Background: an optimization exercise with open tools, aiming at small area, a short achievable clock period and few clock cycles per item. Do not read the settings as production practice.
RTL that was checked went through simulation tests only; none was proved equivalent to the original.
Power figures rest on the tool's default switching activity, not on a simulated workload.

Setup of build 29:
## lzss_enc_top
module lzss_enc_top (
    input               clk,
    input               rst_x,
    input               i_valid,
    output              ow_ready,
    input       [7:0]   i_data,
    input               i_last,
    output              o_valid,
    input               i_ready,
    output      [8:0]   o_code,
    output              o_last
);
Size: about 2700 cells after synthesis, about 25 I/O pins, roughly 36000 um2 of cells after synthesis.
Settings: LEC_CHECK=0, CAP_MARGIN=20, CORE_MARGIN=2, CORE_UTILIZATION=40, CTS_BUF_LIST=sky130_fd_sc_hd__clkbuf_4 sky130_fd_sc_hd__clkbuf_8, CTS_CLUSTER_DIAMETER=60, CTS_CLUSTER_SIZE=12, SETUP_SLACK_MARGIN=3.6, SLEW_MARGIN=20, TNS_END_PERCENT=5; clock period 6.0 ns.
run.sh (not shown) runs the stock make flow with config.mk's settings and CLKGATE_MAP_FILE= SYNTH_SCRIPT=/design/flow/synth_recipe.tcl, a recipe that flattens the netlist after the stock synthesis.
The flow did not stop early for build 29: all stages ran, and the layout cleared the timing, DRC and antenna checks.
The following lists how build 75 was set up differently from build 29:
Settings: a change of SETUP_SLACK_MARGIN from 3.6 to 3.5; a deleted TNS_END_PERCENT that had been 5.
Findings:
- Build 75 | status: complete | timing, DRC, antenna: pass
- As far as critical path depth goes, build 75 and build 29 are indistinguishable; the numbers are identical.
- On largest incremental delay on the critical path, build 29 tracks build 75 almost exactly.
- Of the two values seen for capturing element of the worst setup path, r_win[40][6]$_DFFE_PP_ was produced by build 75 and r_x1[0]$_DFFE_PP_ by build 29.
- Total power: build 75 vs build 29 up about 0.9%
- Sort build 29 and build 75 by global-route wire length before repair, descending, and build 75 comes first.
- Wire: build 75 routes more than build 29
- The minimum clock period after layout in build 75 was higher than what build 29 gave.
- Looking only at average wire length per cell after detail routing, and setting everything else aside, the higher value of build 29 and build 75 goes to build 75.
- Clock share of power up 0.4 points in build 75 wrt build 29
Input changes introduced in build 20 (baseline for comparison: build 75):
Settings: a deleted CTS_CLUSTER_SIZE that had been 12; a deleted CTS_BUF_LIST that had been sky130_fd_sc_hd__clkbuf_4 sky130_fd_sc_hd__clkbuf_8; a deleted CTS_CLUSTER_DIAMETER that had been 60; a change of SETUP_SLACK_MARGIN from 3.5 to 3.6; an added TNS_END_PERCENT of 5.
Findings:
Build 20 and build 75 all finish clean. Of the two candidates, build 75 has the better cell area and build 20 the worse one. Diff build 75 -> build 20 | clock share of power | increase of 5.6 points. Build 20 vs. build 75: number of maximum-capacitance violations neither gained nor lost much, final net count neither gained nor lost much. Going from build 75 to build 20, total instance count after detailed placement stayed essentially flat, fraction of the core area covered by cells at the end of the flow rose by 1.1 points, clock-buffer cell count rose by about 4%. From build 75 to build 20, average cell area after synthesis did not move at all. Build 20 ended up with a lower wire length on met1 than build 75 did. Looking at build 20 and build 75, the global-route usage is a wash. Comparing build 20 and build 75, the lower share of post-route cells with drive strength above 1 was measured on build 20.
No run of this note included a check of the RTL's function; only the layout flow was run.

---

T:
lzss_enc_top, a different RTL version from the one above (not shown whole).
Size in the first run: ~38000 um^2 of cells after synthesis.
Settings: LEC_CHECK=0, ABC_AREA=1, CAP_MARGIN=20, CORE_MARGIN=2, CORE_UTILIZATION=70, CTS_BUF_LIST=sky130_fd_sc_hd__clkbuf_4 sky130_fd_sc_hd__clkbuf_8, CTS_CLUSTER_DIAMETER=60, CTS_CLUSTER_SIZE=12, PLACE_DENSITY=0.8, SETUP_SLACK_MARGIN=3.62, SLEW_MARGIN=20; clock period 6.0 ns.
Testbench counts of T, summed over its fixed seeds: cycles 85,802, items 84,290.
Setup changes, T to Q
- clearing ABC_AREA, which used to be 1
- swapping 12 for 16 in CTS_CLUSTER_SIZE
- swapping sky130_fd_sc_hd__clkbuf_4 sky130_fd_sc_hd__clkbuf_8 for sky130_fd_sc_hd__clkbuf_8 sky130_fd_sc_hd__clkbuf_16 in CTS_BUF_LIST
- Q ends up with lower length of routed wiring on met1 than T does.
- Run comparison: Q end of the critical path r_ex2[2]; T end of the critical path o_code[2]
- Compared with T, Q shows fraction of final layout cells sized beyond drive strength 1 higher by 3.8 points.
- Between Q and T, it is Q whose layout overhead on the synthesized area is higher, by 4.9 points.
- Q: done, clean on timing, DRC and antenna
- T tops out at a higher clock frequency than Q.

---

The RTL this note starts from:
==> flow/design.v <==
module lzss_enc_top (
    input               clk,
    input               rst_x,
    input               i_valid,
    output              ow_ready,
    input       [7:0]   i_data,
    input               i_last,
    output              o_valid,
    input               i_ready,
    output      [8:0]   o_code,
    output              o_last
);
    integer             k;
    reg     [7:0]       r_win [1:64];    
    reg     [63:0]      r_s0, r_s1, r_s2;    
    reg     [5:0]       r_rv;            
    reg     [5:0]       r_lb;            
    reg     [6:0]       r_cnt;           
    reg     [2:0]       r_skip;          
    reg                 r_m1, r_m2, r_m3, r_m4;
    reg                 r_l2;
    reg     [1:0]       r_l3, r_l4;      
    reg     [5:0]       r_x1, r_x2, r_x3, r_x4;  
    reg                 r_rdy;           
    reg                 r_sv;
    reg                 r_hv;
    reg     [9:0]       r_hd;
    reg     [9:0]       r_sd;
    wire                w_ended = ~r_rv[0] | r_lb[0];
    wire                w_adv   = r_rdy & (i_valid | (w_ended & (|r_rv)));
    assign  ow_ready    = r_rdy;
    assign  o_valid     = r_hv;
    assign  o_code      = r_hd[8:0];
    assign  o_last      = r_hd[9];
    reg     [63:0]      w_eq;
    always @(*) begin
        for (k = 0; k < 64; k = k + 1)
            w_eq[k] = (i_data == r_win[k+1]) && (r_cnt > k);
    end
    wire    [63:0]      t2 = r_s1 | r_s2;
    wire    [63:0]      t3 = r_s2;
    wire    [63:0]      t4 = r_s2 & ~r_s0;
    wire    [63:0]      t5 = r_s2 & ~r_s1;
    wire    [5:0]       w_x2, w_x3, w_x4, w_x5;
    wire                a2, a3, a4, a5;
    lzss_lowest #(.W(64), .N(6)) u_low2 (.i_v(t2), .o_any(a2), .o_idx(w_x2));
    lzss_lowest #(.W(64), .N(6)) u_low3 (.i_v(t3), .o_any(a3), .o_idx(w_x3));
    lzss_lowest #(.W(64), .N(6)) u_low4 (.i_v(t4), .o_any(a4), .o_idx(w_x4));
    lzss_lowest #(.W(64), .N(6)) u_low5 (.i_v(t5), .o_any(a5), .o_idx(w_x5));
    always @(posedge clk) begin
        if (w_adv) begin
            r_win[1]    <= i_data;
            for (k = 2; k <= 64; k = k + 1)
                r_win[k]    <= r_win[k-1];
            r_s0        <= w_eq & ~r_s2;
            r_s1        <= w_eq & r_s0;
            r_s2        <= w_eq & (r_s1 | (r_s2 & ~r_s0));
            r_lb        <= {r_lb[4:0], i_valid & i_last};
            r_m1        <= a2;
            r_x1        <= w_x2;
            r_m2        <= a3 | r_m1;
            r_l2        <= a3;
            r_x2        <= a3 ? w_x3 : r_x1;
            r_m3        <= a4 | r_m2;
            r_l3        <= a4 ? 2'd2 : {1'b0, r_l2};
            r_x3        <= a4 ? w_x4 : r_x2;
            r_m4        <= a5 | r_m3;
            r_l4        <= a5 ? 2'd3 : r_l3;
            r_x4        <= a5 ? w_x5 : r_x3;
        end
    end
    always @(posedge clk or negedge rst_x) begin
        if (!rst_x) begin
            r_rv    <= 6'd0;
            r_cnt   <= 7'd0;
        end
        else if (w_adv) begin
            r_rv    <= {r_rv[4:0], i_valid};
            if (i_valid) begin
                if (i_last)
                    r_cnt   <= 7'd0;
                else if (!r_cnt[6])
                    r_cnt   <= r_cnt + 7'd1;
            end
        end
    end
    wire                w_lst = r_lb[5] | (r_m4 & (r_lb[4] | ((r_l4 != 2'd0) & r_lb[3]) |
                                ((r_l4[1]) & r_lb[2]) | ((r_l4 == 2'd3) & r_lb[1])));
    wire    [9:0]       w_code = r_m4 ? {w_lst, 1'b1, ~r_x4, r_l4} : {w_lst, 1'b0, r_win[6]};
    wire                w_push = w_adv & r_rv[5] & (r_skip == 3'd0);
    wire                w_pop  = r_hv & i_ready;
    always @(posedge clk or negedge rst_x) begin
        if (!rst_x) begin
            r_skip  <= 3'd0;
        end
        else if (w_adv && r_rv[5]) begin
            if (r_skip != 3'd0)
                r_skip  <= r_skip - 3'd1;
            else if (r_m4)
                r_skip  <= {1'b0, r_l4} + 3'd1;
        end
    end
    wire                w_sv_next = r_sv ? ~w_pop : (w_push & r_hv & ~w_pop);
    always @(posedge clk or negedge rst_x) begin
        if (!rst_x) begin
            r_hv    <= 1'b0;
            r_sv    <= 1'b0;
            r_rdy   <= 1'b0;
        end
        else begin
            r_sv    <= w_sv_next;
            r_rdy   <= ~w_sv_next;
            if (w_push)
                r_hv    <= 1'b1;
            else if (w_pop && !r_sv)
                r_hv    <= 1'b0;
        end
    end
    always @(posedge clk) begin
        if (r_sv) begin
            if (w_pop)
                r_hd    <= r_sd;
        end
        else if (w_push) begin
            if (!r_hv || w_pop)
                r_hd    <= w_code;
            else
                r_sd    <= w_code;
        end
    end
endmodule
module lzss_lowest #(
    parameter   W   = 64,
    parameter   N   = 6
)(
    input       [W-1:0]     i_v,
    output                  o_any,
    output      [N-1:0]     o_idx
);
    generate
        if (W == 2) begin : leaf
            assign  o_any   = i_v[0] | i_v[1];
            assign  o_idx   = ~i_v[0];
        end
        else begin : node
            wire                w_any_lo;
            wire                w_any_hi;
            wire    [N-2:0]     w_lo;
            wire    [N-2:0]     w_hi;
            lzss_lowest #(.W(W/2), .N(N-1)) u_lo (.i_v(i_v[W/2-1:0]), .o_any(w_any_lo), .o_idx(w_lo));
            lzss_lowest #(.W(W/2), .N(N-1)) u_hi (.i_v(i_v[W-1:W/2]), .o_any(w_any_hi), .o_idx(w_hi));
            assign  o_any   = w_any_lo | w_any_hi;
            assign  o_idx   = w_any_lo ? {1'b0, w_lo} : {1'b1, w_hi};
        end
    endgenerate
endmodule
==> flow/config.mk <==
export PLATFORM = sky130hd
export DESIGN_NAME = lzss_enc_top
export DESIGN_NICKNAME = lzss_enc_top
export VERILOG_FILES = /design/flow/design.v
export SDC_FILE = /design/flow/constraint.sdc
export NUM_CORES = 4
export LEC_CHECK = 0
export ABC_CLOCK_PERIOD_IN_PS = 2000
export CAP_MARGIN = 20
export CORE_MARGIN = 2
export CORE_UTILIZATION = 40
export SETUP_SLACK_MARGIN = 3.7
export SLEW_MARGIN = 20
==> flow/constraint.sdc <==
create_clock -name core_clock -period 6.0 [get_ports {clk}]
set_input_delay 1.2000 -clock core_clock [delete_from_list [all_inputs] [get_ports {clk}]]
set_output_delay 1.2000 -clock core_clock [all_outputs]
set_load 0.01 [all_outputs]
Testbench counts at the start, summed over its fixed seeds: cycles 85,802, items 84,290.
Change:
Settings changed: ABC_CLOCK_PERIOD_IN_PS 2000 to unset, CTS_BUF_LIST set to sky130_fd_sc_hd__clkbuf_4 sky130_fd_sc_hd__clkbuf_8, CTS_CLUSTER_DIAMETER set to 60, CTS_CLUSTER_SIZE set to 12, SETUP_SLACK_MARGIN 3.7 to 3.6, TNS_END_PERCENT set to 5.
- worst hold slack degrades by 0.019 ns
- setup slack improves by 0.031 ns
- non-clock buffer count is lower by 188
- final area is lower by 11%
- register-to-register slack improves by 0.03 ns
- global-route usage is lower by 0.65 points
- maximum frequency is higher by 1.2%
- clock skew is higher by 0.026 ns
- clock-buffer cell count is lower by 9
- first-iteration DRC count is lower by 13%
Change:
Settings changed: CTS_BUF_LIST sky130_fd_sc_hd__clkbuf_4 sky130_fd_sc_hd__clkbuf_8 to unset, CTS_CLUSTER_DIAMETER 60 to unset, CTS_CLUSTER_SIZE 12 to unset, SETUP_SLACK_MARGIN 3.6 to 3.7, TNS_END_PERCENT 5 to unset.
Flip-flop and latch count stays the same.
Setup slack gets worse by 0.031 ns.
Die area does not change.
Non-clock buffer count climbs by 188.
Combinational power rises by 26%.
Hold slack improves by 0.019 ns.
Clock skew decreases by 0.026 ns.

-- separate check: timing with driven ports --
No port has a modelled driver above. Below, the same layouts with a new extraction and two added sets of constraints.
Step 1: set_driving_cell puts a clkbuf_16 on clk and a buf_2 on each other input, an assumption about the parent block.
Step 2 also shifts input and output timing later by t, the mid clock arrival at the registers, as if the neighbouring blocks saw the same clock.
Slacks: ideal ports / drivers / drivers and shift; pairs: ideal ports / drivers.
| run | t (ns) | slack for setup (ns) | worst setup path at the end |
|---|---|---|---|
| build 29 | 0.764 | 3.472 / 3.414 / 3.266 | input to register |
| build 75 | 0.774 | 3.399 / 3.393 / 3.155 | input to register |
| build 20 | 0.714 | 3.396 / 3.396 / 3.208 | input to register |
| T | 0.747 | 3.583 / 3.525 / 3.301 | input to register |
| Q | 0.691 | 3.551 / 3.551 / 3.347 | input to register |
| the first run of note 3 | 0.712 | 3.389 / 3.389 / 2.769 | input to register |
| the second run of note 3 | 0.748 | 3.421 / 3.421 / 2.695 | input to register |
| the third run of note 3 | 0.712 | 3.389 / 3.389 / 2.769 | input to register |
After both steps setup and hold are still met in every run listed. For the second run of note 3, which loses most, drivers alone change the setup slack by 0.000 ns; drivers and shift together by -0.726 ns.
